Background: an optimization exercise with open tools, aiming at small area, a short achievable clock period and few clock cycles. Do not read the settings as production practice. In this exercise RTL edits were held to simulation tests only and were not proved equivalent to the original. Power figures rest on the tool's default switching activity, not on a simulated workload.

### design.v
`timescale 1 ns / 1 ps
module freqcalccore_v1_0_S00_AXI #
	(
		parameter integer FHT_B = 7,
		parameter integer FHT_N = 2 ** FHT_B,
		parameter IDLE = 3'b000,
		parameter PRELOAD = 3'b001,
		parameter PREMULT_1 = 3'b010,
		parameter PREMULT_2 = 3'b011,
		parameter ACCUMULATION = 3'b100,
		parameter SQUARING = 3'b101,
		parameter CONVERSION = 3'b110,
		parameter FIND_MAX = 3'b111,
		parameter integer PDM_DIV = 2,
		parameter integer SAMPLE_DIV = 256,
		parameter integer C_S_AXI_DATA_WIDTH	= 32,
		parameter integer C_S_AXI_ADDR_WIDTH	= 4
	)
	(
		input wire pdm_data,
		output wire pdm_clk,
		output wire pdm_lrsel,
		output wire led0,
		output wire led1,
		input wire  S_AXI_ACLK,
		input wire  S_AXI_ARESETN,
		input wire [C_S_AXI_ADDR_WIDTH-1 : 0] S_AXI_AWADDR,
		input wire [2 : 0] S_AXI_AWPROT,
		input wire  S_AXI_AWVALID,
		output wire  S_AXI_AWREADY,
		input wire [C_S_AXI_DATA_WIDTH-1 : 0] S_AXI_WDATA,
		input wire [(C_S_AXI_DATA_WIDTH/8)-1 : 0] S_AXI_WSTRB,
		input wire  S_AXI_WVALID,
		output wire  S_AXI_WREADY,
		output wire [1 : 0] S_AXI_BRESP,
		output wire  S_AXI_BVALID,
		input wire  S_AXI_BREADY,
		input wire [C_S_AXI_ADDR_WIDTH-1 : 0] S_AXI_ARADDR,
		input wire [2 : 0] S_AXI_ARPROT,
		input wire  S_AXI_ARVALID,
		output wire  S_AXI_ARREADY,
		output wire [C_S_AXI_DATA_WIDTH-1 : 0] S_AXI_RDATA,
		output wire [1 : 0] S_AXI_RRESP,
		output wire  S_AXI_RVALID,
		input wire  S_AXI_RREADY
	);
    localparam [767:0] CLS_TBL = 768'hf7df7cf3cf3cefbefbebaebae78e37db5d75d34cf2cb1c2eb6db6db6cb2cb2baebaa9a69a289e79e69a59648e38a181f7de79e79e75d75d71c71b6db69a6596185d7595513491400000000000000000000000000000000000000000000000000;
    localparam [1151:0] THR_TBL = 1152'h6eefdccff777fdeeff7fdfe3fff9fffebfffbbfff9fffffffffffffffffffffffffffffffffffffffffffffffffffff9fffbbffebfff9fffe3fff7fdfdeeff777fdccff6eefdab7f66cfd8abd5e9f16a3b567e949b84e5d92935463d118b3421c90871420c50830420c10830420c10830420c50871421c918b3463d129354e5d949b8567e96a3b5e9f18abd66cfdab7f;
    function [16:0] sq9;
        input [8:0] a;
        begin
            sq9 = 17'({(a[0] & a[8]), (a[0] & a[7]), (a[0] & a[6]), (a[0] & a[5]), (a[0] & a[4]), (a[0] & a[3]), (a[0] & a[2]), (a[0] & a[1]), 1'b0, a[0]})
                + 17'({(a[1] & a[8]), (a[1] & a[7]), (a[1] & a[6]), (a[1] & a[5]), (a[1] & a[4]), (a[1] & a[3]), (a[1] & a[2]), 1'b0, a[1], 1'b0, 1'b0})
                + 17'({(a[2] & a[8]), (a[2] & a[7]), (a[2] & a[6]), (a[2] & a[5]), (a[2] & a[4]), (a[2] & a[3]), 1'b0, a[2], 1'b0, 1'b0, 1'b0, 1'b0})
                + 17'({(a[3] & a[8]), (a[3] & a[7]), (a[3] & a[6]), (a[3] & a[5]), (a[3] & a[4]), 1'b0, a[3], 1'b0, 1'b0, 1'b0, 1'b0, 1'b0, 1'b0})
                + 17'({(a[4] & a[8]), (a[4] & a[7]), (a[4] & a[6]), (a[4] & a[5]), 1'b0, a[4], 1'b0, 1'b0, 1'b0, 1'b0, 1'b0, 1'b0, 1'b0, 1'b0})
                + 17'({(a[5] & a[8]), (a[5] & a[7]), (a[5] & a[6]), 1'b0, a[5], 1'b0, 1'b0, 1'b0, 1'b0, 1'b0, 1'b0, 1'b0, 1'b0, 1'b0, 1'b0})
                + 17'({(a[6] & a[8]), (a[6] & a[7]), 1'b0, a[6], 1'b0, 1'b0, 1'b0, 1'b0, 1'b0, 1'b0, 1'b0, 1'b0, 1'b0, 1'b0, 1'b0, 1'b0})
                + 17'({(a[7] & a[8]), 1'b0, a[7], 1'b0, 1'b0, 1'b0, 1'b0, 1'b0, 1'b0, 1'b0, 1'b0, 1'b0, 1'b0, 1'b0, 1'b0, 1'b0, 1'b0})
                + 17'({a[8], 1'b0, 1'b0, 1'b0, 1'b0, 1'b0, 1'b0, 1'b0, 1'b0, 1'b0, 1'b0, 1'b0, 1'b0, 1'b0, 1'b0, 1'b0, 1'b0});
        end
    endfunction
    function ge6;
        input [5:0] a;
        input [5:0] b;
        integer n;
        reg r;
        begin
            r = 1'b1;
            for (n = 0; n < 6; n = n + 1)
                r = (a[n] & ~b[n]) | (~(a[n] ^ b[n]) & r);
            ge6 = r;
        end
    endfunction
    wire clk = S_AXI_ACLK;
    wire rstn = S_AXI_ARESETN;
    reg bvalid, rvalid;
    reg [1:0] raddr;
    reg [5:0] out_k;         
    reg [17:0] out_amp;      
    reg [5:0] cache_k;       
    reg [17:0] cache_amp;
    wire wr_hs = S_AXI_AWVALID & S_AXI_WVALID & ~bvalid;
    wire rd_hs = S_AXI_ARVALID & ~rvalid;
    wire wr_nz = (S_AXI_WSTRB[0] & (|S_AXI_WDATA[7:0])) | (S_AXI_WSTRB[1] & (|S_AXI_WDATA[15:8])) |
                 (S_AXI_WSTRB[2] & (|S_AXI_WDATA[23:16])) | (S_AXI_WSTRB[3] & (|S_AXI_WDATA[31:24]));
    wire start = wr_hs & (S_AXI_AWADDR[3:2] == 2'd3) & wr_nz;
    assign S_AXI_AWREADY = ~bvalid;
    assign S_AXI_WREADY  = ~bvalid;
    assign S_AXI_BVALID  = bvalid;
    assign S_AXI_BRESP   = 2'b00;
    assign S_AXI_ARREADY = ~rvalid;
    assign S_AXI_RVALID  = rvalid;
    assign S_AXI_RRESP   = 2'b00;
    assign S_AXI_RDATA   = (raddr == 2'd1) ? {23'd0, out_k, 3'd0} :
                           (raddr == 2'd2) ? {14'd0, out_amp} : 32'd0;
    always @(posedge clk) begin
        if (!rstn) begin
            bvalid <= 1'b0;
            rvalid <= 1'b0;
            out_k <= 6'd0;
            out_amp <= 18'd0;
        end else begin
            if (wr_hs) bvalid <= 1'b1;
            else if (S_AXI_BREADY) bvalid <= 1'b0;
            if (rd_hs) rvalid <= 1'b1;
            else if (S_AXI_RREADY) rvalid <= 1'b0;
            if (start) begin
                out_k <= cache_k;
                out_amp <= cache_amp;
            end
        end
    end
    always @(posedge clk) if (rd_hs) raddr <= S_AXI_ARADDR[3:2];
    reg [7:0] cnt;           
    reg [6:0] acc;           
    wire bnd = (cnt == 8'd255);
    assign pdm_clk = ~cnt[0];
    assign led0 = ~cnt[0];
    assign led1 = pdm_data;
    assign pdm_lrsel = 1'b0;
    always @(posedge clk) begin
        if (!rstn) cnt <= 8'd0;
        else cnt <= cnt + 8'd1;
        if (cnt[0]) acc <= bnd ? 7'd0 : acc + {6'd0, pdm_data};
    end
    reg [767:0] ring;
    reg [5:0] hold;
    reg pending, clr;
    reg [6:0] ptr;
    wire ins = pending & (ptr[3:0] == 4'd15);
    wire [6:0] ptr1 = ptr + 7'd1;
    wire [2:0] wsel = ins ? ptr1[6:4] : ptr[6:4];
    always @(posedge clk) begin
        if (!rstn) begin
            pending <= 1'b0;
            clr <= 1'b0;
            ptr <= 7'd0;
        end else begin
            clr <= ins;
            if (bnd) pending <= 1'b1;
            else if (ins) pending <= 1'b0;
            if (!clr) ptr <= ptr1;
        end
        if (bnd) hold <= CLS_TBL[6*acc +: 6];
    end
    genvar gq;
    generate
        for (gq = 0; gq < 128; gq = gq + 1) begin : g_ring
            if ((gq % 16) == 0) begin : g_ins
                wire here = (ins | clr) & (wsel == (gq / 16));
                always @(posedge clk)
                    ring[6*gq +: 6] <= here ? (ins ? hold : 6'd0) : ring[6*((gq + 127) % 128) +: 6];
            end else begin : g_sh
                always @(posedge clk)
                    ring[6*gq +: 6] <= ring[6*((gq + 127) % 128) +: 6];
            end
        end
    endgenerate
    localparam [167:0] TPL = 168'hddafd77cdcf17fbcf2d576a908805b2c4988d4e14f;
    localparam [95:0] REG2 = 96'hefdecfb7ab642058139a89dc;
    localparam [23:0] FIRSTR2 = 24'h3c401c;
    reg run_i;
    reg [4:0] s_i;
    reg [3:0] d_i;
    wire [6:0] ptr3 = ptr + 7'd3;
    wire go = ~run_i & ~pending & ~clr & (cnt >= 8'd14) & (cnt <= 8'd40) & (ptr3[2:0] == 3'd0);
    wire wrap_i = (s_i == 5'd23);
    wire last_i = (d_i == 4'd9) & (s_i == 5'd9);
    always @(posedge clk) begin
        if (!rstn) begin
            run_i <= 1'b0;
            s_i <= 5'd0;
            d_i <= 4'd0;
        end else if (go) begin
            run_i <= 1'b1;
            s_i <= 5'd1;
            d_i <= 4'd0;
        end else if (run_i) begin
            if (last_i) run_i <= 1'b0;
            s_i <= wrap_i ? 5'd0 : s_i + 5'd1;
            if (wrap_i) d_i <= d_i + 4'd1;
        end
    end
    wire [4:0] s_n = go ? 5'd0 : s_i;
    wire [3:0] d_n = go ? 4'd0 : d_i;
    wire [6:0] tpl = TPL[7*s_n +: 7];
    wire [2:0] ty_n = tpl[6:4];
    wire [6:0] b7 = {3'd0, d_n};
    reg [6:0] xb;
    always @(*) begin
        case (ty_n)
            3'd0, 3'd2, 3'd4: xb = b7;                   
            3'd1:    xb = 7'd1 - b7;                      
            3'd3:    xb = 7'd16 + b7;                     
            3'd5:    xb = 7'd0 - b7;                      
            3'd6:    xb = 7'd16 - b7;                     
            default: xb = 7'd48 + b7;                     
        endcase
    end
    wire item_n = (run_i | go) & (d_n != 4'd9);
    reg [6:0] xb_x;
    reg lag_x;
    always @(posedge clk) begin
        xb_x <= xb;
        lag_x <= tpl[0];
    end
    reg [6:0] jx_r, x_r;
    reg lag_r;
    wire [6:0] ptr2 = ptr + 7'd2;
    always @(posedge clk) begin
        jx_r <= (ptr2 - {6'd0, lag_x}) * xb_x;
        x_r <= xb_x;
        lag_r <= lag_x;
    end
    reg [27:0] m_r;
    reg [1:0] x2_s;
    reg lag_s;
    genvar gu, gk;
    generate
        for (gu = 0; gu < 4; gu = gu + 1) begin : g_m
            wire [3:0] ux = gu * x_r[3:0];
            always @(posedge clk) m_r[7*gu +: 7] <= jx_r - {ux, 3'b000};
        end
    endgenerate
    always @(posedge clk) begin
        x2_s <= x_r[1:0];
        lag_s <= lag_r;
    end
    reg [47:0] t_r;
    generate
        for (gu = 0; gu < 4; gu = gu + 1) begin : g_t
            wire [6:0] m0 = m_r[7*gu +: 7];
            wire [5:0] m32 = m0[5:0] + 6'd32;
            wire [17:0] th0 = THR_TBL[18*m0[5:0] +: 18];
            wire [17:0] th1 = THR_TBL[18*m32 +: 18];
            wire [17:0] tho = x2_s[0] ? th1 : th0;
            for (gk = 0; gk < 4; gk = gk + 1) begin : g_k
                wire [1:0] kx = gk * x2_s;
                wire [6:0] mk = m0 - {kx, 5'b00000};
                wire ng = (mk >= 7'd49) && (mk <= 7'd111);
                wire [17:0] th = (gk % 2 == 1) ? tho : th0;
                wire [5:0] xa = lag_s ? ring[6*(8*gu+32*gk+1) +: 6] : ring[6*(8*gu+32*gk) +: 6];
                wire a1 = ge6(xa, th[17:12]), a2 = ge6(xa, th[11:6]), a3 = ge6(xa, th[5:0]);
                wire [1:0] fa = {a2, (a1 & ~a2) | a3};
                always @(posedge clk)
                    t_r[3*(gu+4*gk) +: 3] <= ng ? (3'd0 - {1'b0, fa}) : {1'b0, fa};
            end
        end
    endgenerate
    reg it_s0, it_s1, it_e1, it_e2, it_e3;
    reg run_s0, run_s1, run_e1;
    reg go_s0, go_s1;
    reg [4:0] s_e1;
    reg [3:0] d_e1;
    always @(posedge clk) begin
        if (!rstn) begin
            it_s0 <= 1'b0; it_s1 <= 1'b0; it_e1 <= 1'b0; it_e2 <= 1'b0; it_e3 <= 1'b0;
            run_s0 <= 1'b0; run_s1 <= 1'b0; run_e1 <= 1'b0;
            go_s0 <= 1'b0; go_s1 <= 1'b0;
        end else begin
            it_s0 <= item_n; it_s1 <= it_s0; it_e1 <= it_s1; it_e2 <= it_e1; it_e3 <= it_e2;
            run_s0 <= run_i | go; run_s1 <= run_s0; run_e1 <= run_s1;
            go_s0 <= go; go_s1 <= go_s0;
        end
        if (go_s1) begin
            s_e1 <= 5'd0;
            d_e1 <= 4'd0;
        end else if (s_e1 == 5'd23) begin
            s_e1 <= 5'd0;
            d_e1 <= d_e1 + 4'd1;
        end else begin
            s_e1 <= s_e1 + 5'd1;
        end
    end
    integer i;
    reg signed [6:0] vsum;
    always @(*) begin
        vsum = 7'sd0;
        for (i = 0; i < 16; i = i + 1)
            vsum = vsum + {{4{t_r[3*i+2]}}, t_r[3*i +: 3]};
    end
    reg signed [6:0] vsum_r;
    always @(posedge clk) vsum_r <= vsum;
    wire [3:0] rg3 = REG2[4*s_e1 +: 4];
    wire first3 = FIRSTR2[s_e1];
    wire signed [7:0] vx = {vsum_r[6], vsum_r};
    reg signed [6:0] iu0, iu4, iw0, iw4, itb2, itb6, itc2, itc6;
    reg signed [7:0] pb, qb, pm, qm, pc, qc, pd, qd;
    reg signed [7:0] acc_in;
    always @(*) begin
        case (rg3[2:0])
            3'd0: acc_in = pb;
            3'd1: acc_in = qb;
            3'd2: acc_in = pm;
            3'd3: acc_in = qm;
            3'd4: acc_in = pc;
            3'd5: acc_in = qc;
            3'd6: acc_in = pd;
            default: acc_in = qd;
        endcase
    end
    wire signed [7:0] acc_out = (first3 ? 8'sd0 : acc_in) + vx;
    always @(posedge clk) begin
        if (it_e3) begin
            case (rg3)
                4'd0: iu0 <= vsum_r;
                4'd1: iu4 <= vsum_r;
                4'd2: iw0 <= vsum_r;
                4'd3: iw4 <= vsum_r;
                4'd4: itb2 <= vsum_r;
                4'd5: itb6 <= vsum_r;
                4'd6: itc2 <= vsum_r;
                4'd7: itc6 <= vsum_r;
                4'd8: pb <= acc_out;
                4'd9: qb <= acc_out;
                4'd10: pm <= acc_out;
                4'd11: qm <= acc_out;
                4'd12: pc <= acc_out;
                4'd13: qc <= acc_out;
                4'd14: pd <= acc_out;
                default: qd <= acc_out;
            endcase
        end
    end
    reg signed [8:0] c_o1, c_o33, c_t2c, c_o17, c_t2b, c_o113;
    always @(posedge clk) begin
        if (run_e1) begin
            if (s_e1 == 5'd18) c_o1 <= pm + qm;
            if (s_e1 == 5'd20) c_o33 <= pb - qb;
            if (s_e1 == 5'd20) c_t2c <= itc2 - itc6;
            if (s_e1 == 5'd2) c_o17 <= pc + qc;
            if (s_e1 == 5'd6) c_t2b <= itb2 - itb6;
            if (s_e1 == 5'd6) c_o113 <= pd - qd;
        end
    end
    reg [2:0] pp;      
    always @(*) begin
        case (s_e1)
            5'd13: pp = 3'd1;
            5'd18: pp = 3'd2;
            5'd20: pp = 3'd3;
            5'd0: pp = 3'd4;
            5'd2: pp = 3'd5;
            5'd4: pp = 3'd6;
            5'd6: pp = 3'd7;
            default: pp = 3'd0;
        endcase
    end
    wire [3:0] own = pp[2] ? (d_e1 - 4'd1) : d_e1;    
    wire [5:0] b6 = {2'd0, own};
    wire bp = pp[2];
    wire [6:0] op_t2 = bp ? itc2 : itb2;
    wire [6:0] op_t6 = bp ? itc6 : itb6;
    wire [8:0] op_tt = bp ? c_t2b : c_t2c;
    reg [7:0] op_p, op_q;
    reg [8:0] op_c;
    reg nu, nt, np, nq, nt2, nc;
    reg [5:0] k_p;
    reg v_p;
    always @(*) begin
        nu = bp;
        case (pp)
            3'd1: begin op_p = pb; op_q = qb; op_c = c_o1;   nt = 1'b0; np = 1'b1; nq = 1'b1; nt2 = 1'b0; nc = 1'b1; k_p = 6'd0 - b6;  v_p = (own >= 4'd2); end
            3'd2: begin op_p = pm; op_q = qm; op_c = c_o33;  nt = 1'b1; np = 1'b0; nq = 1'b1; nt2 = 1'b1; nc = 1'b1; k_p = b6 + 6'd31; v_p = (own >= 4'd1); end
            3'd3: begin op_p = pm; op_q = qm; op_c = c_o33;  nt = 1'b1; np = 1'b1; nq = 1'b0; nt2 = 1'b1; nc = 1'b0; k_p = 6'd32 - b6; v_p = (own >= 4'd1); end
            3'd4: begin op_p = pd; op_q = qd; op_c = c_o17;  nt = 1'b1; np = 1'b0; nq = 1'b0; nt2 = 1'b0; nc = 1'b1; k_p = b6 + 6'd47; v_p = (own >= 4'd1); end
            3'd5: begin op_p = pd; op_q = qd; op_c = c_o17;  nt = 1'b1; np = 1'b1; nq = 1'b1; nt2 = 1'b0; nc = 1'b0; k_p = 6'd16 - b6; v_p = (own >= 4'd1); end
            3'd6: begin op_p = pc; op_q = qc; op_c = c_o113; nt = 1'b0; np = 1'b0; nq = 1'b1; nt2 = 1'b1; nc = 1'b0; k_p = b6 + 6'd15; v_p = (own >= 4'd1); end
            3'd7: begin op_p = pc; op_q = qc; op_c = c_o113; nt = 1'b0; np = 1'b1; nq = 1'b0; nt2 = 1'b1; nc = 1'b1; k_p = 6'd48 - b6; v_p = (own >= 4'd1); end
            default: begin op_p = pb; op_q = qb; op_c = c_o1; nt = 1'b0; np = 1'b0; nq = 1'b0; nt2 = 1'b0; nc = 1'b0; k_p = 6'd0; v_p = 1'b0; end
        endcase
    end
    wire [9:0] e_u0 = {{3{iu0[6]}}, iu0};
    wire [9:0] e_u4 = {{3{iu4[6]}}, iu4} ^ {10{nu}};
    wire [9:0] e_t2 = {{3{op_t2[6]}}, op_t2} ^ {10{nt}};
    wire [9:0] e_t6 = {{3{op_t6[6]}}, op_t6} ^ {10{nt}};
    wire [9:0] e_p = {{2{op_p[7]}}, op_p} ^ {10{np}};
    wire [9:0] e_q = {{2{op_q[7]}}, op_q} ^ {10{nq}};
    wire [9:0] e_w0 = {{3{iw0[6]}}, iw0};
    wire [9:0] e_w4 = {{3{iw4[6]}}, iw4} ^ {10{nu}};
    wire [9:0] e_tt = {op_tt[8], op_tt} ^ {10{nt2}};
    wire [9:0] e_c = {op_c[8], op_c} ^ {10{nc}};
    wire [2:0] one1 = {2'd0, nu} + {1'b0, nt, 1'b0} + {2'd0, np} + {2'd0, nq};
    wire [1:0] one2 = {1'b0, nu} + {1'b0, nt2} + {1'b0, nc};
    wire [9:0] bin1 = e_u0 + e_u4 + e_t2 + e_t6 + e_p + e_q + {7'd0, one1};
    wire [9:0] bin2 = e_w0 + e_w4 + e_tt + e_c + {8'd0, one2};
    wire pair_e1 = run_e1 & (pp != 3'd0) & v_p & (own <= 4'd8);
    reg [9:0] b1_r, b2_r;
    reg [5:0] k1_r;
    reg v1_r;
    always @(posedge clk) begin
        if (!rstn) v1_r <= 1'b0;
        else v1_r <= pair_e1;
        if (pair_e1) begin
            b1_r <= bin1;
            b2_r <= bin2;
            k1_r <= k_p;
        end
    end
    reg va_r, vq_r, vp_r;
    always @(posedge clk) begin
        if (!rstn) begin
            va_r <= 1'b0;
            vq_r <= 1'b0;
            vp_r <= 1'b0;
        end else begin
            va_r <= v1_r;
            vq_r <= va_r;
            vp_r <= vq_r;
        end
    end
    wire [9:0] bq = va_r ? b2_r : b1_r;
    wire [8:0] cq = bq[8:0] ^ {9{bq[9]}};
    wire [16:0] sq = sq9(cq) + (bq[9] ? {7'd0, cq, 1'b1} : 17'd0);
    reg [16:0] sqa_r, sqb_r;
    reg [17:0] p0_r;
    reg signed [10:0] s_r;
    reg [5:0] k2_r;
    always @(posedge clk) begin
        if (v1_r) sqa_r <= sq;
        if (va_r) begin
            sqb_r <= sq;
            s_r <= {b1_r[9], b1_r} + {b2_r[9], b2_r};
            k2_r <= k1_r;
        end
        if (vq_r) p0_r <= {1'b0, sqa_r} + {1'b0, sqb_r};
    end
    wire v2_r = vp_r;
    wire [17:0] s2 = {{6{s_r[10]}}, s_r, 1'b0};
    wire [17:0] s4 = {{5{s_r[10]}}, s_r, 2'b00};
    wire [53:0] pd3 = {p0_r + s4 + 18'd8, p0_r + s2 + 18'd2, p0_r};
    reg [53:0] mx;
    reg [17:0] mk;
    wire clr_cand = go;
    genvar gd;
    generate
        for (gd = 0; gd < 3; gd = gd + 1) begin : g_c
            wire [17:0] pv = pd3[18*gd +: 18];
            wire [17:0] mv = mx[18*gd +: 18];
            wire [5:0] kv = mk[6*gd +: 6];
            wire better = {pv, ~k2_r} > {mv, ~kv};    
            always @(posedge clk) begin
                if (clr_cand) begin
                    mx[18*gd +: 18] <= 18'd0;
                    mk[6*gd +: 6] <= 6'd0;
                end else if (v2_r & better) begin
                    mx[18*gd +: 18] <= pv;
                    mk[6*gd +: 6] <= k2_r;
                end
            end
        end
    endgenerate
    wire [1:0] dsel = (acc >= 7'd91) ? 2'd2 : (acc >= 7'd46) ? 2'd1 : 2'd0;
    always @(posedge clk) begin
        if (bnd) begin
            cache_k <= mk[6*dsel +: 6];
            cache_amp <= mx[18*dsel +: 18];
        end
    end
endmodule
### flow/run.sh
#!/bin/bash
# Own layout flow: the standard flow (standard.sh, unchanged synthesis), with repair_timing
# aiming at a tighter setup margin so that the layout's reg-to-reg and port paths come out
# shorter, and clock tree synthesis without dummy balancing loads.  The clock period and the
# constraints are the design's (constraint.sdc).
set -euo pipefail
MARGIN=$(cat flow/margin.txt 2>/dev/null || echo 6)
CTS="-sink_clustering_enable -repair_clock_nets -dont_use_dummy_load -buf_list sky130_fd_sc_hd__clkbuf_8"
bash standard.sh SETUP_SLACK_MARGIN=$MARGIN TNS_END_PERCENT=100 "CTS_ARGS=$CTS" finish > standard_make.log 2>&1
### flow/margin.txt
6.8
### standard.sh
#!/bin/bash
# synth_recipe.tcl (not shown) runs the flow's synth.tcl, then flattens the netlist and writes it again
# the make line also repeats each setting of config.mk as NAME=value (left out here)
make -C /OpenROAD-flow-scripts/flow DESIGN_CONFIG=/design/flow/config.mk WORK_HOME=/design/flow/orfs CLKGATE_MAP_FILE= SYNTH_SCRIPT=/design/flow/synth_recipe.tcl "${@:-finish}"
### config.mk
export PLATFORM = sky130hd
export DESIGN_NAME = freqcalccore_v1_0_S00_AXI
export DESIGN_NICKNAME = freqcalccore_v1_0_S00_AXI
export VERILOG_FILES = /design/flow/design.v
export SDC_FILE = /design/flow/constraint.sdc
export NUM_CORES = 8
export LEC_CHECK = 0
export ABC_AREA = 1
export CAP_MARGIN = 20
export CORE_MARGIN = 2
export CORE_UTILIZATION = 50
export CTS_BUF_LIST = sky130_fd_sc_hd__clkbuf_8
export PLACE_DENSITY = 0.75
export SLEW_MARGIN = 20
### constraint.sdc
create_clock -name core_clock -period 12.0 [get_ports {S_AXI_ACLK}]
set_input_delay 2.4000 -clock core_clock [delete_from_list [all_inputs] [get_ports {S_AXI_ACLK}]]
set_output_delay 2.4000 -clock core_clock [all_outputs]
set_load 0.01 [all_outputs]
==> results of run 1 <==
-- area by class of cell --
class,count,area share
Antenna cell,5,0.0001922
Clock buffer,198,0.04187
Inverter,846,0.04925
Multi-Input combinational cell,3875,0.4089
Sequential cell,1315,0.4516
Tap cell,1536,0.02953
Timing Repair Buffer,128,0.01855
Timing Repair inverter,1,0.0001153
-- layout by cell type, fill, tap and decap left out, types with 18 or more instances in the layout --
cell             instances
a21boi_0                18
a21oi_1                322
buf_4                   49
clkbuf_8               198
clkdlybuf4s50_1         70
conb_1                  19
dfxtp_1               1004
edfxtp_1               304
fa_1                   144
ha_1                   560
inv_1                  818
mux2_2                  80
mux2i_1                 39
nand2_1               1132
nand3_1                188
nand4_1                 25
nor2_1                 363
nor3_1                  27
o21ai_0                423
o21ai_1                 24
o21bai_1                21
o22ai_1                 45
xnor2_1                 60
xor2_1                 187
-- state kept, by name, summed over array words and instances, names as in the netlist, 10 cells and up --
signal and count:
ring 768, mx 54, t_r 48, cache_amp 18, mk 18, out_amp 18, p0_r 18, m_r 17
sqa_r 16, sqb_r 16, s_r 11, b1_r 10, b2_r 10
-- cell families (layout without fill, tap and decap cells) --
| logic type | after synthesis | count (layout) | synth area share |
|---|---|---|---|
| xor+xnor | 257 | 257 | 0.03821 |
| flops | 1315 | 1315 | 0.4936 |
| other cells | 1 | 24 | 0.00006303 |
| fa+ha+maj | 710 | 710 | 0.1675 |
| buf+inv | 1011 | 1173 | 0.06627 |
| compound gates | 967 | 967 | 0.08955 |
| mux | 119 | 119 | 0.02170 |
| simple gates | 1801 | 1803 | 0.1231 |
-- through the flow --
step             util  hold WS (ns)  total power, W
5_1_grt        0.5512        0.2587        0.008348
3_3_place_gp   0.5222        0.3095        0.005191
4_1_cts        0.5481        0.2437        0.008110
6_report       0.5512        0.2471        0.008040
2_1_floorplan       -        0.3096        0.005040
3_5_place_dp   0.5222        0.3121        0.005196
-- routing by layer --
layer / GRT usage / wire (um)
met2: 0.3771 / 65310
met3: 0.05019 / 9930
met1: 0.3268 / 66710
met5: 0 / 0
met4: 0.07187 / 3750
-- final timing paths --
check                               from       end  slack, ns  cells after the start
worst min register to register  ring[89]  ring[95]       0.25                      0
worst min-delay path            ring[89]  ring[95]       0.25                      0
worst max register to register   s_e1[1]   b1_r[9]       6.92                     28
worst max-delay path            pdm_data      led1       6.82                      2
-- power groups by stage --
stage,sequential [W],clock (W),combinational [W]
5_1_grt,0.00463,0.00318,0.000542
3_5_place_dp,0.00472,0,0.000474
2_1_floorplan,0.00471,0,0.000332
3_3_place_gp,0.00472,0,0.000470
6_report,0.00463,0.00292,0.000487
4_1_cts,0.00463,0.00300,0.000479
-- repair_timing --
item	CTS	global route
hold endpoints to repair	0	0
pin swaps	6	22
cloned	3	1
buffers inserted	15	14
endpoints found under the setup margin	50	45
gates resized for setup	58	49
==> impl_results.md, run 1 <==
- Status: timing/DRC/antenna clean
- Drt pass-1 iters: 6
- Layout area overhead: 9.399%
- Leading area contributor after synthesis: dfxtp_1
- TNS Setup: 0 ns
- Vias in the first global route: 40370
- Layout Cells excl Fill: 7904
- Seq/Total Area, Yosys: 0.4936
- Placed Instances: 7667
- Fin crit share: 0.4317
- Die width: 348.9 um
- Final Hold Fails: 0
- Leak: 29.66 nW
- Critical Path Start Type: input pin
- Register area: 29390 sq um
- Synth Register Bits: 1315
- CTS tree: done
- Most instantiated library cell after synthesis: nand2_1
- WP data required: between 9 and 10 ns
- Residual DRC: 0
- Final instance area: about 65000 sq um
- Net Sw Frac: 0.2291
- EDFF count, synth: ~300
- Clock skew: about 0.15 ns
- Detailed Place HPWL: 110600 um
- Synthesis Warnings: 1
- CP cell instances: dlygate4sd2_1 > buf_2
- Clock sinks: 1315
- Multi-input gate area: 26610 sq um
- Worst path arrival time: between 2 and 3 ns
- Total track usage: 0.2378
- Tmin final: 5.180 ns
- Int Power: 0.006198 W
- Initial antenna violation count: 6
- Core Area: 118100 sq um
- Slew Limit Fails: 0
- Sequential share of power: 0.576
- Async set-or-reset flop fraction in the synthesized netlist: 0
- Min-delay worst type: reg2reg
- Initial Util: 0.5038
- Num ports: 103
- WL/cell: 18.43 um
- PD cells: 123.5 nW/um^2
- Row Count: 126
- Share of the synthesized area in the top cell type: 0.3402
- CTS max path bufs: 3
- Post-synth top cells: nand2_1 (1135), dfxtp_1 (1011), inv_1 (826)
- Die area: 121800 sq um
- RSZ-0062 raised after global routing: true
- Crit Path Max Fanout: 2
- Critical path buffers and inverters: 2
- CP Class: in2out
- Max IR drop VDD: 0.0001148 V
- Initial DRC count: about 3300
- Max cap viols: 0
- Synthesized area per cell: 9.625 sq um
- Place WS: slightly above 5 ns
- Post-route ant nets: 0
- P_sw: 0.001842 W
- Clk pwr share: 0.363
- Yosys cell types: 70
- Max Freq: 193.0 MHz
- Final Worst Setup Slack: 6.820 ns
- GPL Wtd Cong: 0.9719
- Synthesized area: 59490 sq um
- CP max stage delay: 0.24 ns
- Final WL: 145700 um
- Crit. End Element: primary output
- Slowest CP cell: dlygate4sd2_1
- Synth top area cells: dfxtp_1 (34%), edfxtp_1 (15%), ha_1 (12%)
- Grt total ovfl: 0
- Worst slew margin: 0.1340
- H-tree Lvls: 4
- Placed cell areas: 61660 sq um
- Die Height: ~350 um
- Total CTS buffers: about 200
- Most used DFF post-synth: dfxtp_1
- First-pass GRT wire length: between 200000 and 250000 um
- Logic pwr share: 0.061
- Buffers on Ports: between 70 and 80
- Via Count: ~42000
- Fillers: ~10000
- Later-pin clock latency in the skew report: 0.96 ns
- Mapped Cells: 6181
- CTS clock-pin slew for the worst setup and hold paths: 0.06 ns
- Finish-stage setup viols: 0
- Worst path top cell family by delay: buffers and inverters
- Worst Max-Slew Pin Slew: 1.285 ns
- Cts hold-fix bufs: 0
- Pin count of the biggest net entering global routing: 75
- Share of layout cells above drive strength 1: 0.07056
- Vias/cell: 5.257
- Final net count: 7133
- CTS Root Cell: clkbuf_8
Testbench counts, summed over its fixed seeds: cycles 180.
==> run 2: changes to the inputs <==
--- a/flow/run.sh
+++ b/flow/run.sh
@@ -6,4 +6,4 @@
 set -euo pipefail
 MARGIN=$(cat flow/margin.txt 2>/dev/null || echo 6)
-CTS="-sink_clustering_enable -repair_clock_nets -dont_use_dummy_load -buf_list sky130_fd_sc_hd__clkbuf_8"
+CTS="-sink_clustering_enable -repair_clock_nets -dont_use_dummy_load -sink_clustering_size 15 -sink_clustering_max_diameter 80 -buf_list sky130_fd_sc_hd__clkbuf_8"
 bash standard.sh SETUP_SLACK_MARGIN=$MARGIN TNS_END_PERCENT=100 "CTS_ARGS=$CTS" finish > standard_make.log 2>&1
==> impl_results.md, run 2 <==
- Fin crit share: 0.4317 (unchanged)
- Share of layout cells above drive strength 1: 0.05883 (-0.01173)
- Layout area overhead: 7.294%
- Leak: 29.01 nW (-2.2%)
- Initial Util: 0.5038 (unchanged)
- Most instantiated library cell after synthesis: nand2_1
- Slew Limit Fails: 0 (unchanged)
- WP data required: 9.60 ns (about the same)
- CTS clock-pin slew for the worst setup and hold paths: 0.08 ns (+0.02 ns)
- Final Hold Fails: 0 (unchanged)
- GPL Wtd Cong: 0.9719 (unchanged)
- Leading area contributor after synthesis: dfxtp_1
- Final WL: 144000 um (-1.2%)
- Layout Cells excl Fill: 7810 (-1.2%)
- Worst Max-Slew Pin Slew: 1.383 ns (+0.09736 ns)
- Slowest CP cell: dlygate4sd2_1
- Initial antenna violation count: 3 (-3)
- Initial DRC count: 3153 (-3.2%)
- Commonest non-fill, non-tap cells in the layout: nand2_1 (1131), dfxtp_1 (1004), inv_1 (816)
- Synth Register Bits: 1315 (unchanged)
- Status: timing/DRC/antenna clean
- Crit Path Max Fanout: 2 (unchanged)
- TNS Setup: 0 ns (unchanged)
- Biggest register: ring
- Multi-input gate area: 26650 sq um (+0.15%)
- First-pass GRT wire length: 219800 um (-1.5%)
- Final net count: 7042 (-1.3%)
- CP cell instances: dlygate4sd2_1 > buf_2
- Critical Path Start Type: input pin
- Die width: 348.9 um (unchanged)
- Post-route ant nets: 0 (unchanged)
- Worst path top cell family by delay: buffers and inverters
- Worst slew margin: 0.06840 (-0.06559)
- Residual DRC: 0 (unchanged)
- EDFF count, synth: 304 (unchanged)
- Post-synth top cells: nand2_1 (1135), dfxtp_1 (1011), inv_1 (826)
- CTS max path bufs: 3 (unchanged)
- CTS tree: done
- Most common cell after layout, fill and taps aside: nand2_1
- Largest registers: ring (768), mx (54), t_r (48)
- Die Height: 348.9 um (unchanged)
- Crit. End Element: primary output
- Async set-or-reset flop fraction in the synthesized netlist: 0 (unchanged)
- WL/cell: 18.43 um (about the same)
- CP Class: in2out
- H-tree Lvls: 3 (-1)
- Buffers on Ports: 73 (unchanged)
- Detailed Place HPWL: 110600 um (unchanged)
- Num ports: 103 (unchanged)
- CTS Root Cell: clkbuf_8
- Row Count: 126 (unchanged)
- Seq/Total Area, Yosys: 0.4936 (unchanged)
- Die area: 121800 sq um (unchanged)
- Max reg flops: 768 (unchanged)
- Total CTS buffers: 102 (-48%)
- Clock skew: 0.08365 ns (-0.06520 ns)
- Max IR drop VDD: 0.0001039 V (-9.5%)
- Synth top area cells: dfxtp_1 (34%), edfxtp_1 (15%), ha_1 (12%)
- Fillers: 10250 (+0.99%)
- Pin count of the biggest net entering global routing: 75 (unchanged)
- Max cap viols: 0 (unchanged)
- Share of the synthesized area in the top cell type: 0.3402 (unchanged)
- Max Freq: 193.0 MHz (unchanged)
- Synthesized area per cell: 9.625 sq um (unchanged)
- Critical path buffers and inverters: 2 (unchanged)
- Core Area: 118100 sq um (unchanged)
- Finish-stage setup viols: 0 (unchanged)
- PD cells: 112.6 nW/um^2 (-8.8%)
- CP max stage delay: 0.24 ns (about the same)
- Clock sinks: 1315 (unchanged)
- Drt pass-1 iters: 7 (+1)
- Total track usage: 0.2340 (-0.003860)
- Grt total ovfl: 0 (unchanged)
- Mapped Cells: 6181 (unchanged)
- Min-delay worst type: reg2reg
- Via Count: 40940 (-1.5%)
- Register area: 29390 sq um (about the same)
- Fin util: 0.5406 (-0.01061)
- Yosys cell types: 70 (unchanged)
- Synthesized area: 59490 sq um (unchanged)
- Later-pin clock latency in the skew report: 0.83 ns (-0.13 ns)
- Synthesis Warnings: 1 (unchanged)
- Vias/cell: 5.242 (-0.29%)
- RSZ-0062 raised after global routing: true
- Placed Instances: 7667 (unchanged)
- Cts hold-fix bufs: 0 (unchanged)
- Vias in the first global route: 39320 (-2.6%)
- Tmin final: 5.180 ns (unchanged)
- Worst path arrival time: 2.78 ns (about the same)
- Most used DFF post-synth: dfxtp_1
==> run 2: repair_timing <==
item,CTS,global route
setup endpoints to repair,53,55
pin swaps,10,30
resized for setup,52,66
cloned,4,1
setup buffers,18,15
==> run 2: metal layers <==
| layer | routed length, um | track usage |
|---|---|---|
| met5 | 0 | 0 |
| met4 | 3489 | 0.06615 |
| met3 | 9529 | 0.03838 |
| met2 | 64540 | 0.3730 |
| met1 | 66400 | 0.3287 |
==> run 2: logic make-up after synthesis <==
group | Yosys count | synth area share
AND/OR/NAND/NOR | 1801 | 0.1231
AO/OA/AOI/OAI | 967 | 0.08955
adder cells (fa/ha/maj) | 710 | 0.1675
other | 1 | 0.00006303
flip-flops | 1315 | 0.4936
XOR/XNOR | 257 | 0.03821
buffers and inverters | 1011 | 0.06627
multiplexers | 119 | 0.02170
==> run 2: power by group <==
part | internal (W) | switching, W
logic | 0.000148 | 0.000340
registers | 0.00460 | 0.0000245
clock network | 0.000757 | 0.00132
==> run 2: path summary, 6_finish.rpt <==
path / start / end / slack (ns) / cells past startpoint
setup / recovery: pdm_data / led1 / 6.82 / 2
hold / removal: ring[506] / ring[512] / 0.26 / 0
hold reg to reg: ring[506] / ring[512] / 0.26 / 0
setup reg to reg: s_e1[1] / b1_r[9] / 6.88 / 26
==> run 2: per-stage QoR <==
| step | hold WS (ns) | cell area [sq um] | total power, W | setup slack, ns |
|---|---|---|---|---|
| after floorplan | 0.3096 | 59560 | 0.005040 | 6.839 |
| after global placement | 0.3095 | 61660 | 0.005191 | 5.154 |
| after detailed placement | 0.3121 | 61660 | 0.005196 | 5.085 |
| after CTS | 0.2622 | 63450 | 0.007241 | 6.692 |
| after global routing | 0.2685 | 63830 | 0.007457 | 6.649 |
| final | 0.2642 | 63830 | 0.007190 | 6.820 |
==> run 2: cell type report <==
| class | instances | share of cell area |
|---|---|---|
| Timing Repair inverter | 1 | 0.0001176 |
| Tap cell | 1536 | 0.03011 |
| Inverter | 846 | 0.05030 |
| Sequential cell | 1315 | 0.4605 |
| Timing Repair Buffer | 132 | 0.01937 |
| Antenna cell | 2 | 0.00007841 |
| Clock buffer | 102 | 0.02199 |
| Multi-Input combinational cell | 3876 | 0.4176 |
==> run 3: changes to the inputs <==
--- a/flow/run.sh
+++ b/flow/run.sh
@@ -6,4 +6,4 @@
 set -euo pipefail
 MARGIN=$(cat flow/margin.txt 2>/dev/null || echo 6)
-CTS="-sink_clustering_enable -repair_clock_nets -dont_use_dummy_load -sink_clustering_size 15 -sink_clustering_max_diameter 80 -buf_list sky130_fd_sc_hd__clkbuf_8"
+CTS="-sink_clustering_enable -repair_clock_nets -dont_use_dummy_load -sink_clustering_size 18 -sink_clustering_max_diameter 60 -buf_list sky130_fd_sc_hd__clkbuf_8"
 bash standard.sh SETUP_SLACK_MARGIN=$MARGIN TNS_END_PERCENT=100 "CTS_ARGS=$CTS" finish > standard_make.log 2>&1
==> impl_results.md, run 3 <==
- Status: timing/DRC/antenna clean
- Adder-Cell Fraction of Synth Area: 0.1675 (unchanged)
- P_sw: 0.001686 W (-0.12%)
- Synthesized area per cell: 9.625 sq um (unchanged)
- Post-synth top cells: nand2_1 (1135), dfxtp_1 (1011), inv_1 (826)
- DR WL met2: 64600 um (about the same)
- Tmin final: 5.180 ns (unchanged)
- Place WS: 5.085 ns (unchanged)
- Buffers on Ports: 73 (unchanged)
- Share of layout cells above drive strength 1: 0.05710 (-0.001736)
- Worst path top cell family by delay: buffers and inverters
- Max reg flops: 768 (unchanged)
- Final net count: 7040 (-0.028%)
- Yosys cell types: 70 (unchanged)
- Post-route ant nets: 0 (unchanged)
- Int Power: 0.005524 W (+0.41%)
- Final Hold Fails: 0 (unchanged)
- Final Worst Setup Slack: 6.820 ns (unchanged)
- Fin crit share: 0.4317 (unchanged)
- WL/cell: 18.44 um (about the same)
- PD cells: 113.0 nW/um^2 (+0.29%)
- Xor and xnor area share after synthesis: 0.03821 (unchanged)
- RSZ-0062 raised after global routing: true
- Share of the synthesized area in the top cell type: 0.3402 (unchanged)
- First-pass GRT wire length: 219900 um (about the same)
- Commonest non-fill, non-tap cells in the layout: nand2_1 (1132), dfxtp_1 (1004), inv_1 (817)
- Max Freq: 193.0 MHz (unchanged)
- WP data required: 9.60 ns (about the same)
- Largest family of logic cells by synthesized area: adder cells
- Met3 wire len: 9582 um (+0.56%)
- Vias/cell: 5.244 (about the same)
- Total power: 0.007211 W (+0.29%)
- Most used DFF post-synth: dfxtp_1
- Detailed Place HPWL: 110600 um (unchanged)
- Metal-1 WL: 66170 um (-0.35%)
- Fillers: 10280 (+0.24%)
- Fin util: 0.5406 (about the same)
- Sequential share of power: 0.641 (-0.002)
- Max cap viols: 0 (unchanged)
- EDFF count, synth: 304 (unchanged)
- Later-pin clock latency in the skew report: 0.86 ns (+0.03 ns)
- CP Class: in2out
- Pin count of the biggest net entering global routing: 75 (unchanged)
- Most instantiated library cell after synthesis: nand2_1
- Worst path arrival time: 2.78 ns (about the same)
- Num ports: 103 (unchanged)
- CP cell instances: dlygate4sd2_1 > buf_2
- Slowest CP cell: dlygate4sd2_1
- Critical path buffers and inverters: 2 (unchanged)
- Via Count: 40950 (+0.022%)
- Largest registers: ring (768), mx (54), t_r (48)
- Row Count: 126 (unchanged)
- DR top layer: met5
- CTS max path bufs: 3 (unchanged)
- Core Area: 118100 sq um (unchanged)
- Async set-or-reset flop fraction in the synthesized netlist: 0 (unchanged)
- Residual DRC: 0 (unchanged)
- Initial Util: 0.5038 (unchanged)
- Clk pwr share: 0.290 (about the same)
- Min-delay worst type: reg2reg
- Layout area overhead: 7.296% (about the same)
- Critical Path Start Type: input pin
- CTS clock-pin slew for the worst setup and hold paths: 0.10 ns (+0.02 ns)
- Worst slew margin: 0.04716 (-0.02124)
- Biggest register: ring
- Slew Limit Fails: 0 (unchanged)
- Synth Register Bits: 1315 (unchanged)
- Placed Instances: 7667 (unchanged)
- Most common cell after layout, fill and taps aside: nand2_1
- CTS tree: done
- Max IR drop VDD: 0.00008640 V (-17%)
- Hold Crit Depth: 0 (unchanged)
- CTS Root Cell: clkbuf_8
- Post-Synth Simple-Gate Area: 0.1231 (unchanged)
- Crit. End Element: primary output
- Die Height: 348.9 um (unchanged)
- Synthesized area: 59490 sq um (unchanged)
- Die width: 348.9 um (unchanged)
- Worst Max-Slew Pin Slew: 1.414 ns (+0.03153 ns)
- Synthesis Warnings: 1 (unchanged)
- Total track usage: 0.2343 (+0.0003310)
- H-tree Lvls: 3 (unchanged)
- Finish-stage setup viols: 0 (unchanged)
- Total CTS buffers: 105 (+2.9%)
- TNS Setup: 0 ns (unchanged)
- Clock skew: 0.1124 ns (+0.02877 ns)
- Die area: 121800 sq um (unchanged)
- Synth top area cells: dfxtp_1 (34%), edfxtp_1 (15%), ha_1 (12%)
- Multiplexer share of the synthesized area: 0.02170 (unchanged)
- Initial antenna violation count: 4 (+1)
- Logic pwr share: 0.068 (about the same)
- Net Sw Frac: 0.2338 (-0.0009458)
- CP max stage delay: 0.24 ns (about the same)
- Critical Path Stages: 2 (unchanged)
- Grt total ovfl: 0 (unchanged)
- Leak: 29.00 nW (about the same)
- Leading area contributor after synthesis: dfxtp_1
- Mapped Cells: 6181 (unchanged)
- Seq/Total Area, Yosys: 0.4936 (unchanged)
- GPL Wtd Cong: 0.9719 (unchanged)
- Clock sinks: 1315 (unchanged)
- Final WL: 144000 um (about the same)
- Layout Cells excl Fill: 7809 (-0.013%)
- Initial DRC count: 3099 (-1.7%)
- Synth Area in Compound Gates: 0.08955 (unchanged)
- Worst Reg2Reg Path Length in Cells: 25 (-3.8%)
- Crit Path Max Fanout: 2 (unchanged)
- Drt pass-1 iters: 6 (-1)
- Vias in the first global route: 39360 (+0.11%)
run 3: cell counts after synthesis:
Identical to the previous run, type by type.
run 3: layout make-up:
cell class	count	area (sq um)	area share
multi-input combinational	3875	26640	0.4173
tap	1536	1922	0.03011
inverter	846	3208	0.05026
clock buffer	105	1445	0.02264
sequential	1315	29390	0.4605
antenna	3	7.507	0.0001176
timing repair buffer	128	1215	0.01903
timing repair inverter	1	7.507	0.0001176
run 3: repair_timing:
| item | CTS | global route |
|---|---|---|
| setup endpoints to repair | 50 | 50 |
| buffers inserted | 18 | 11 |
| cloned | 4 | 0 |
| gates resized for setup | 52 | 50 |
| hold buffers | 0 | 0 |
| pin swaps | 10 | 21 |
run 3: path summary, 6_finish.rpt:
check | start | slack (ns) | to
setup / recovery | pdm_data | 6.82 | led1
hold / removal | ring[373] | 0.25 | ring[379]
setup reg to reg | s_e1[1] | 6.92 | b1_r[9]
hold reg to reg | ring[373] | 0.25 | ring[379]
run 3: per-layer routing:
metal / up-vias / GRT usage
li1: 20210 / -
met1: 19370 / 0.3268
met2: 1124 / 0.3748
met3: 240 / 0.03912
met4: 2 / 0.06844
met5: - / 0
run 3: stage by stage:
| step | cell area, sq um | hold slack [ns] |
|---|---|---|
| final | 63830 | 0.2513 |
| after global routing | 63830 | 0.2605 |
| after CTS | 63490 | 0.2521 |
| after detailed placement | 61660 | 0.3121 |
| after global placement | 61660 | 0.3095 |
| after floorplan | 59560 | 0.3096 |
run 3: kinds of logic (layout without fill, tap and decap cells):
kind of cell	after synthesis	count (layout)
xor gates and xnor gates	257	257
adders and majority gates	710	710
other	1	22
DFF	1315	1315
AOI/OAI and AO/OA	967	967
buffers and inverters	1011	1080
muxes	119	119
and+or+nand+nor	1801	1803
run 3: power groups by stage:
stage	sequential [W]	combinational [W]	clock, W
floorplan	0.00471	0.000332	0
global placement	0.00472	0.000470	0
detailed placement	0.00472	0.000474	0
CTS	0.00462	0.000479	0.00216
global route	0.00463	0.000544	0.00231
finish	0.00462	0.000493	0.00209
==> run 4: changes to the inputs <==
==> flow/run.sh (replaced) <==
#!/bin/bash
# Own layout flow: the standard flow (standard.sh, unchanged synthesis), with repair_timing
# aiming at a tighter setup margin so that the layout's reg-to-reg and port paths come out
# shorter; clock tree synthesis with larger sink clusters and without dummy balancing loads;
# and the port buffers (every port still gets one) made of buf_2 cells.  The clock period and
# the constraints are the design's (constraint.sdc).
set -euo pipefail
MARGIN=$(cat flow/margin.txt 2>/dev/null || echo 6)
CTS="-sink_clustering_enable -repair_clock_nets -dont_use_dummy_load -sink_clustering_size 18 -sink_clustering_max_diameter 60 -buf_list sky130_fd_sc_hd__clkbuf_8"
bash standard.sh SETUP_SLACK_MARGIN=$MARGIN TNS_END_PERCENT=100 "CTS_ARGS=$CTS" "BUFFER_PORTS_ARGS=-buffer_cell sky130_fd_sc_hd__buf_2" finish > standard_make.log 2>&1
==> impl_results.md, run 4 <==
- Via Count: 40990 (+0.11%)
- Clock skew: 0.1331 ns (+0.02070 ns)
- Seq/Total Area, Yosys: 0.4936 (unchanged)
- Synthesis Warnings: 1 (unchanged)
- Finish-stage setup viols: 0 (unchanged)
- Synthesized area per cell: 9.625 sq um (unchanged)
- Core Area: 118100 sq um (unchanged)
- Largest registers: ring (768), mx (54), t_r (48)
- Critical path origin: s_e1[1]
- Fillers: 10190 (-0.90%)
- Min-delay worst type: reg2reg
- H-tree Lvls: 3 (unchanged)
- CTS Root Cell: clkbuf_8
- CTS clock-pin slew for the worst setup and hold paths: 0.10 ns (about the same)
- Synth top area cells: dfxtp_1 (34%), edfxtp_1 (15%), ha_1 (12%)
- CTS tree: done
- Total track usage: 0.2281 (-0.006177)
- Status: timing/DRC/antenna clean
- Final net count: 7054 (+0.20%)
- Yosys cell types: 70 (unchanged)
- Initial Util: 0.5038 (unchanged)
- CP Class: reg2reg
- Buffers on Ports: 73 (unchanged)
- Most used DFF post-synth: dfxtp_1
- Max reg flops: 768 (unchanged)
- Die Height: 348.9 um (unchanged)
- PD cells: 113.5 nW/um^2 (+0.47%)
- Crit Path Max Fanout: 10 (+8)
- Grt total ovfl: 0 (unchanged)
- WP data required: 12.52 ns (+2.92 ns)
- Later-pin clock latency in the skew report: 0.83 ns (-0.03 ns)
- Hold Startpoint: ring[169]
- Die area: 121800 sq um (unchanged)
- Total power: 0.007218 W (+0.11%)
- TNS Setup: 0 ns (unchanged)
- Pin count of the biggest net entering global routing: 75 (unchanged)
- Detailed Place HPWL: 107500 um (-2.8%)
- Worst slew margin: 0.1212 (+0.07404)
- Worst Max-Slew Pin Slew: 1.304 ns (-0.1099 ns)
- GPL Wtd Cong: 0.9772 (+0.55%)
- Layout area overhead: 6.903%
- Leak: 29.10 nW (+0.34%)
- Vias/cell: 5.239 (about the same)
- Post-synth top cells: nand2_1 (1135), dfxtp_1 (1011), inv_1 (826)
- RSZ-0062 raised after global routing: true
- Synth Register Bits: 1315 (unchanged)
- Post-route ant nets: 0 (unchanged)
- Max IR drop VDD: 0.0001153 V (+33%)
- Mapped Cells: 6181 (unchanged)
- Total CTS buffers: 106 (+0.95%)
- WL/cell: 18.00 um (-2.4%)
- FF-to-FF setup slack: 6.90 ns (-0.02 ns)
- Tmin final: 5.098 ns (-0.08210 ns)
- Residual DRC: 0 (unchanged)
- Crit. End Element: flop
- Drt pass-1 iters: 6 (unchanged)
- Fin crit share: 0.4249 (-0.006842)
- Row Count: 126 (unchanged)
- Final Hold Fails: 0 (unchanged)
- First-pass GRT wire length: 215600 um (-1.9%)
- Worst path arrival time: 5.62 ns (+2.84 ns)
- Synthesized area: 59490 sq um (unchanged)
- Most instantiated library cell after synthesis: nand2_1
- Slew Limit Fails: 0 (unchanged)
- Final WL: 140800 um (-2.2%)
- Initial antenna violation count: 5 (+1)
- Initial DRC count: 3598 (+16%)
- Clock sinks: 1315 (unchanged)
- CTS max path bufs: 3 (unchanged)
- Most common cell after layout, fill and taps aside: nand2_1
- Critical Path Start Type: flop
- Share of layout cells above drive strength 1: 0.07161 (+0.01451)
- Share of the synthesized area in the top cell type: 0.3402 (unchanged)
- Max cap viols: 0 (unchanged)
- EDFF count, synth: 304 (unchanged)
- Vias in the first global route: 39080 (-0.71%)
- Die width: 348.9 um (unchanged)
- Cts hold-fix bufs: 0 (unchanged)
- Leading area contributor after synthesis: dfxtp_1
- Biggest register: ring
- Async set-or-reset flop fraction in the synthesized netlist: 0 (unchanged)
- Num ports: 103 (unchanged)
- Reg-to-Reg Start: s_e1[1]
- Max Freq: 196.1 MHz (+1.6%)
- Commonest non-fill, non-tap cells in the layout: nand2_1 (1129), dfxtp_1 (1005), inv_1 (813)
[run 4: cell counts after synthesis]
Identical to the previous run, type by type.
[run 4: final cells by class]
class,count,area [sq um],area share
Antenna cell,4,10.01,0.0001574
Clock buffer,106,1459,0.02294
Inverter,846,3216,0.05056
Multi-Input combinational cell,3876,26620,0.4186
Sequential cell,1315,29390,0.4621
Tap cell,1536,1922,0.03022
Timing Repair Buffer,140,975.9,0.01535
Timing Repair inverter,1,7.507,0.0001180
[run 4: metrics by stage]
step           cells  hold slack (ns)  utilization  cell area, sq um  worst slack (ns)
2_1_floorplan   6199           0.3096            -             59560             6.839
3_3_place_gp    7666           0.3095       0.5189             61280             5.276
3_5_place_dp    7666           0.3121       0.5190             61280             5.096
4_1_cts         7793           0.2605       0.5347             63140             6.717
5_1_grt         7824           0.2740       0.5386             63600             6.675
6_report        7824           0.2766       0.5386             63600             6.902
[run 4: what timing repair did]
item                       4_1_cts  5_1_grt
pin swaps                        5       35
cloned                           4        1
gates resized for setup         49       57
setup endpoints to repair       58       53
buffers inserted                17       25
[run 4: cell families after synthesis]
group | after synthesis | share of synthesized area
flops | 1315 | 0.4936
mux | 119 | 0.02170
fa+ha+maj | 710 | 0.1675
simple gates | 1801 | 0.1231
other cells | 1 | 0.00006303
xor+xnor | 257 | 0.03821
buf+inv | 1011 | 0.06627
compound gates | 967 | 0.08955
[run 4: worst paths after layout]
kind | endpoint | depth (start not counted)
setup / recovery | b1_r[9] | 26
hold / removal | ring[175] | 0
setup reg to reg | b1_r[9] | 26
hold reg to reg | ring[175] | 0
[run 4: critical path, stage by stage (launching register included)]
cell and delay [ns]:
dfxtp_4 0.37, inv_2 0.11, ha_4 0.19, nand3_4 0.12, nor2_4 0.14, inv_1 0.08
nand2_2 0.11, buf_12 0.16, clkinvlp_4 0.19, buf_4 0.20, o221ai_2 0.20, nor2_1 0.09
xor2_1 0.16, fa_1 0.49, inv_1 0.05, fa_1 0.46, fa_1 0.55, inv_1 0.05
ha_1 0.35, inv_1 0.09, o21bai_2 0.06, nand2_1 0.07, nand2_1 0.06, a21oi_2 0.17
o21ai_1 0.08, a21oi_1 0.19, xor2_1 0.09
[run 4: metal layers]
layer | GRT usage | part of all wire | vias up
li1 | - | - | 20220
met1 | 0.3196 | 0.46 | 19310
met2 | 0.3660 | 0.45 | 1230
met3 | 0.03513 | 0.069 | 225
met4 | 0.06536 | 0.027 | 0
met5 | 0 | 0 | -
[run 4: where the power goes]
part	total [W]	internal (W)	switching, W
clock network	0.00210	0.000784	0.00132
registers	0.00462	0.00460	0.0000232
logic	0.000493	0.000140	0.000353
==> run 5: changes to the inputs <==
--- a/flow/run.sh
+++ b/flow/run.sh
@@ -7,4 +7,4 @@
 set -euo pipefail
 MARGIN=$(cat flow/margin.txt 2>/dev/null || echo 6)
-CTS="-sink_clustering_enable -repair_clock_nets -dont_use_dummy_load -sink_clustering_size 18 -sink_clustering_max_diameter 60 -buf_list sky130_fd_sc_hd__clkbuf_8"
+CTS="-sink_clustering_enable -repair_clock_nets -dont_use_dummy_load -sink_clustering_size 20 -sink_clustering_max_diameter 65 -buf_list sky130_fd_sc_hd__clkbuf_8"
 bash standard.sh SETUP_SLACK_MARGIN=$MARGIN TNS_END_PERCENT=100 "CTS_ARGS=$CTS" "BUFFER_PORTS_ARGS=-buffer_cell sky130_fd_sc_hd__buf_2" finish > standard_make.log 2>&1
==> impl_results.md, run 5 <==
- Status: timing/DRC/antenna clean
- Core Area: 118100 sq um (unchanged)
- Initial antenna violation count: 7 (+2)
- Fin util: 0.5380 (-0.0006360)
- Share of layout cells above drive strength 1: 0.07026 (-0.001354)
- Metal-1 WL: 64440 um (+0.56%)
- R2r endpoint: b1_r[9]
- Final net count: 7047 (-0.099%)
- DR top layer: met4
- Leading area contributor after synthesis: dfxtp_1
- Max Freq: 193.5 MHz (-1.3%)
- Biggest register: ring
- Initial DRC count: 3530 (-1.9%)
- Layout area overhead: 6.776%
- Worst path arrival time: 5.67 ns (+0.05 ns)
- CTS tree: done
- Min-delay worst type: reg2reg
- Vias in the first global route: 39100 (+0.036%)
- Mapped Cells: 6181 (unchanged)
- Total CTS buffers: 99 (-6.6%)
- Hold Startpoint: ring[407]
- Clock skew: 0.1105 ns (-0.02259 ns)
- Drt pass-1 iters: 6 (unchanged)
- Crit. End Element: flop
- WP data required: 12.50 ns (-0.02 ns)
- Detailed Place HPWL: 107500 um (unchanged)
- TNS Setup: 0 ns (unchanged)
- Post-synth top cells: nand2_1 (1135), dfxtp_1 (1011), inv_1 (826)
- Slew Limit Fails: 0 (unchanged)
- Most used DFF post-synth: dfxtp_1
- Fin crit share: 0.4306 (+0.005732)
- Die area: 121800 sq um (unchanged)
- Max IR drop VDD: 0.00009128 V (-21%)
- FF-to-FF setup slack: 6.83 ns (-0.07 ns)
- Synthesized area: 59490 sq um (unchanged)
- Buffers on Ports: 73 (unchanged)
- Synthesized area per cell: 9.625 sq um (unchanged)
- Synth top area cells: dfxtp_1 (34%), edfxtp_1 (15%), ha_1 (12%)
- Largest registers: ring (768), mx (54), t_r (48)
- Final Hold Fails: 0 (unchanged)
- Crit Path Max Fanout: 7 (-3)
- Worst slew margin: 0.09002 (-0.03117)
- Hold Crit Depth: 0 (unchanged)
- Pin count of the biggest net entering global routing: 75 (unchanged)
- PD cells: 112.9 nW/um^2 (-0.54%)
- Leak: 29.06 nW (-0.13%)
- CP Class: reg2reg
- DR WL met2: 63940 um (+1.3%)
- GPL Wtd Cong: 0.9772 (unchanged)
- Max reg flops: 768 (unchanged)
- Seq/Total Area, Yosys: 0.4936 (unchanged)
- Residual DRC: 0 (unchanged)
- Commonest non-fill, non-tap cells in the layout: nand2_1 (1131), dfxtp_1 (1004), inv_1 (816)
- Worst Max-Slew Pin Slew: 1.351 ns (+0.04627 ns)
- Slowest CP cell: fa_1
- EDFF count, synth: 304 (unchanged)
- Share of the synthesized area in the top cell type: 0.3402 (unchanged)
- RSZ-0062 raised after global routing: true
- CP max stage delay: 0.55 ns (about the same)
- Tmin final: 5.167 ns (+0.06879 ns)
- Placed cell areas: 61280 sq um (unchanged)
- Yosys cell types: 70 (unchanged)
- Critical Path Start Type: flop
- Cts hold-fix bufs: 0 (unchanged)
- Synthesis Warnings: 1 (unchanged)
- CTS max path bufs: 3 (unchanged)
- H-tree Lvls: 3 (unchanged)
- Num ports: 103 (unchanged)
- Clock sinks: 1315 (unchanged)
- Finish-stage setup viols: 0 (unchanged)
- CTS clock-pin slew for the worst setup and hold paths: 0.11 ns (about the same)
- WL/cell: 18.06 um (+0.38%)
- Die width: 348.9 um (unchanged)
- Max cap viols: 0 (unchanged)
- Met3 wire len: 9405 um (-3.2%)
- Synth Register Bits: 1315 (unchanged)
- Most common cell after layout, fill and taps aside: nand2_1
- Die Height: 348.9 um (unchanged)
- Total track usage: 0.2284 (+0.0002694)
- Later-pin clock latency in the skew report: 0.83 ns (about the same)
- Final WL: 141200 um (+0.30%)
- First-pass GRT wire length: 216000 um (+0.18%)
- Async set-or-reset flop fraction in the synthesized netlist: 0 (unchanged)
- Row Count: 126 (unchanged)
- CTS Root Cell: clkbuf_8
- Final instance area: 63520 sq um (-0.12%)
- Grt total ovfl: 0 (unchanged)
- Most instantiated library cell after synthesis: nand2_1
- Reg-to-Reg Start: s_e1[1]
- Hold endpoint: ring[413]
- Via Count: 40910 (-0.20%)
- Initial Util: 0.5038 (unchanged)
- Post-route ant nets: 0 (unchanged)
- Vias/cell: 5.233 (-0.12%)
- Worst Reg2Reg Path Length in Cells: 27 (+3.8%)
- Fillers: 10170 (-0.11%)
[run 5: cells by family after synthesis]
family | share of synthesized area
DFF | 0.4936
muxes | 0.02170
buffers and inverters | 0.06627
and+or+nand+nor | 0.1231
AOI/OAI and AO/OA | 0.08955
adders and majority gates | 0.1675
other | 0.00006303
xor gates and xnor gates | 0.03821
[run 5: timing repair]
action                     4_1_cts  5_1_grt
setup buffers                   19       23
setup endpoints to repair       59       54
gates cloned                     4        1
pin swaps                        8       32
gates resized for setup         50       58
[run 5: worst max path at each step]
stage | start | end | slack [ns] | cells after the start
6_report | s_e1[1] | b1_r[9] | 6.83 | 27
5_1_grt | s_e1[1] | b1_r[9] | 6.52 | 28
4_1_cts | s_e1[1] | b1_r[8] | 6.74 | 23
3_5_place_dp | s_e1[1] | b1_r[8] | 5.10 | 25
3_3_place_gp | s_e1[1] | b1_r[9] | 5.28 | 26
2_1_floorplan | s_e1[1] | b1_r[9] | 6.84 | 26
[run 5: worst max-delay path: cells and delay by family, from the launching register on]
kind	cells	cell delay, ns
DFF	1	0.39
buffers and inverters	6	0.60
adders and majority gates	5	1.94
xor gates and xnor gates	2	0.26
and+or+nand+nor	6	0.49
AOI/OAI and AO/OA	8	1.21
[run 5: layout make-up]
| type | instances | area [sq um] | share of cell area |
|---|---|---|---|
| sequential | 1315 | 29390 | 0.4626 |
| multi-input combinational | 3876 | 26650 | 0.4195 |
| inverter | 846 | 3214 | 0.05060 |
| tap | 1536 | 1922 | 0.03025 |
| clock buffer | 99 | 1363 | 0.02145 |
| timing repair buffer | 140 | 970.9 | 0.01528 |
| antenna | 5 | 12.51 | 0.0001970 |
| timing repair inverter | 1 | 7.507 | 0.0001182 |
[run 5: metal layers]
metal	vias up	GRT usage
met5	-	0
met4	0	0.05911
met3	206	0.03901
met2	1172	0.3677
met1	19320	0.3189
li1	20220	-
[run 5: power by group]
| part | total [W] | switching (W) | internal, W | leakage [nW] |
|---|---|---|---|---|
| clock network | 0.00205 | 0.00132 | 0.000735 | 0.712 |
| registers | 0.00462 | 0.0000235 | 0.00460 | 10.9 |
| logic | 0.000495 | 0.000355 | 0.000140 | 17.5 |
| total | 0.00717 | 0.00170 | 0.00547 | 29.1 |
[run 5: stage by stage]
stage / total power, W / std cells / hold slack, ns / worst slack, ns
6_report: 0.007171 / 7818 / 0.2312 / 6.833
4_1_cts: 0.007202 / 7788 / 0.2205 / 6.738
3_5_place_dp: 0.005193 / 7666 / 0.3121 / 5.096
2_1_floorplan: 0.005040 / 6199 / 0.3096 / 6.839
3_3_place_gp: 0.005180 / 7666 / 0.3095 / 5.276
5_1_grt: 0.007438 / 7818 / 0.2219 / 6.517

[static timing again, ports no longer ideal]
No port has a modelled driver above. Below, the same layouts with a new extraction and two added sets of constraints. Step 1 sets driving cells, clkbuf_16 on the clock port and buf_2 on the other inputs (assumed; they add their load-dependent delay and slew). Step 2, shift: input delay + t, output delay - t, t = (earliest + latest rising clock arrival at the registers) / 2. This alone moves slack from input paths to output paths. Three values: ideal ports, drivers, drivers and shift; two values: the first two.
run | shift t [ns] | setup slack, ns | hold slack, ns
run 1 | 0.947 | 6.820 / 6.795 / 6.795 | 0.247 / 0.247 / 0.247
run 2 | 0.851 | 6.820 / 6.795 / 6.795 | 0.264 / 0.264 / 0.264
run 3 | 0.867 | 6.820 / 6.795 / 6.795 | 0.251 / 0.251 / 0.251
run 4 | 0.832 | 6.902 / 6.902 / 6.902 | 0.277 / 0.277 / 0.277
run 5 | 0.832 | 6.833 / 6.833 / 6.833 | 0.231 / 0.231 / 0.231
After both steps every run listed still meets setup and hold.
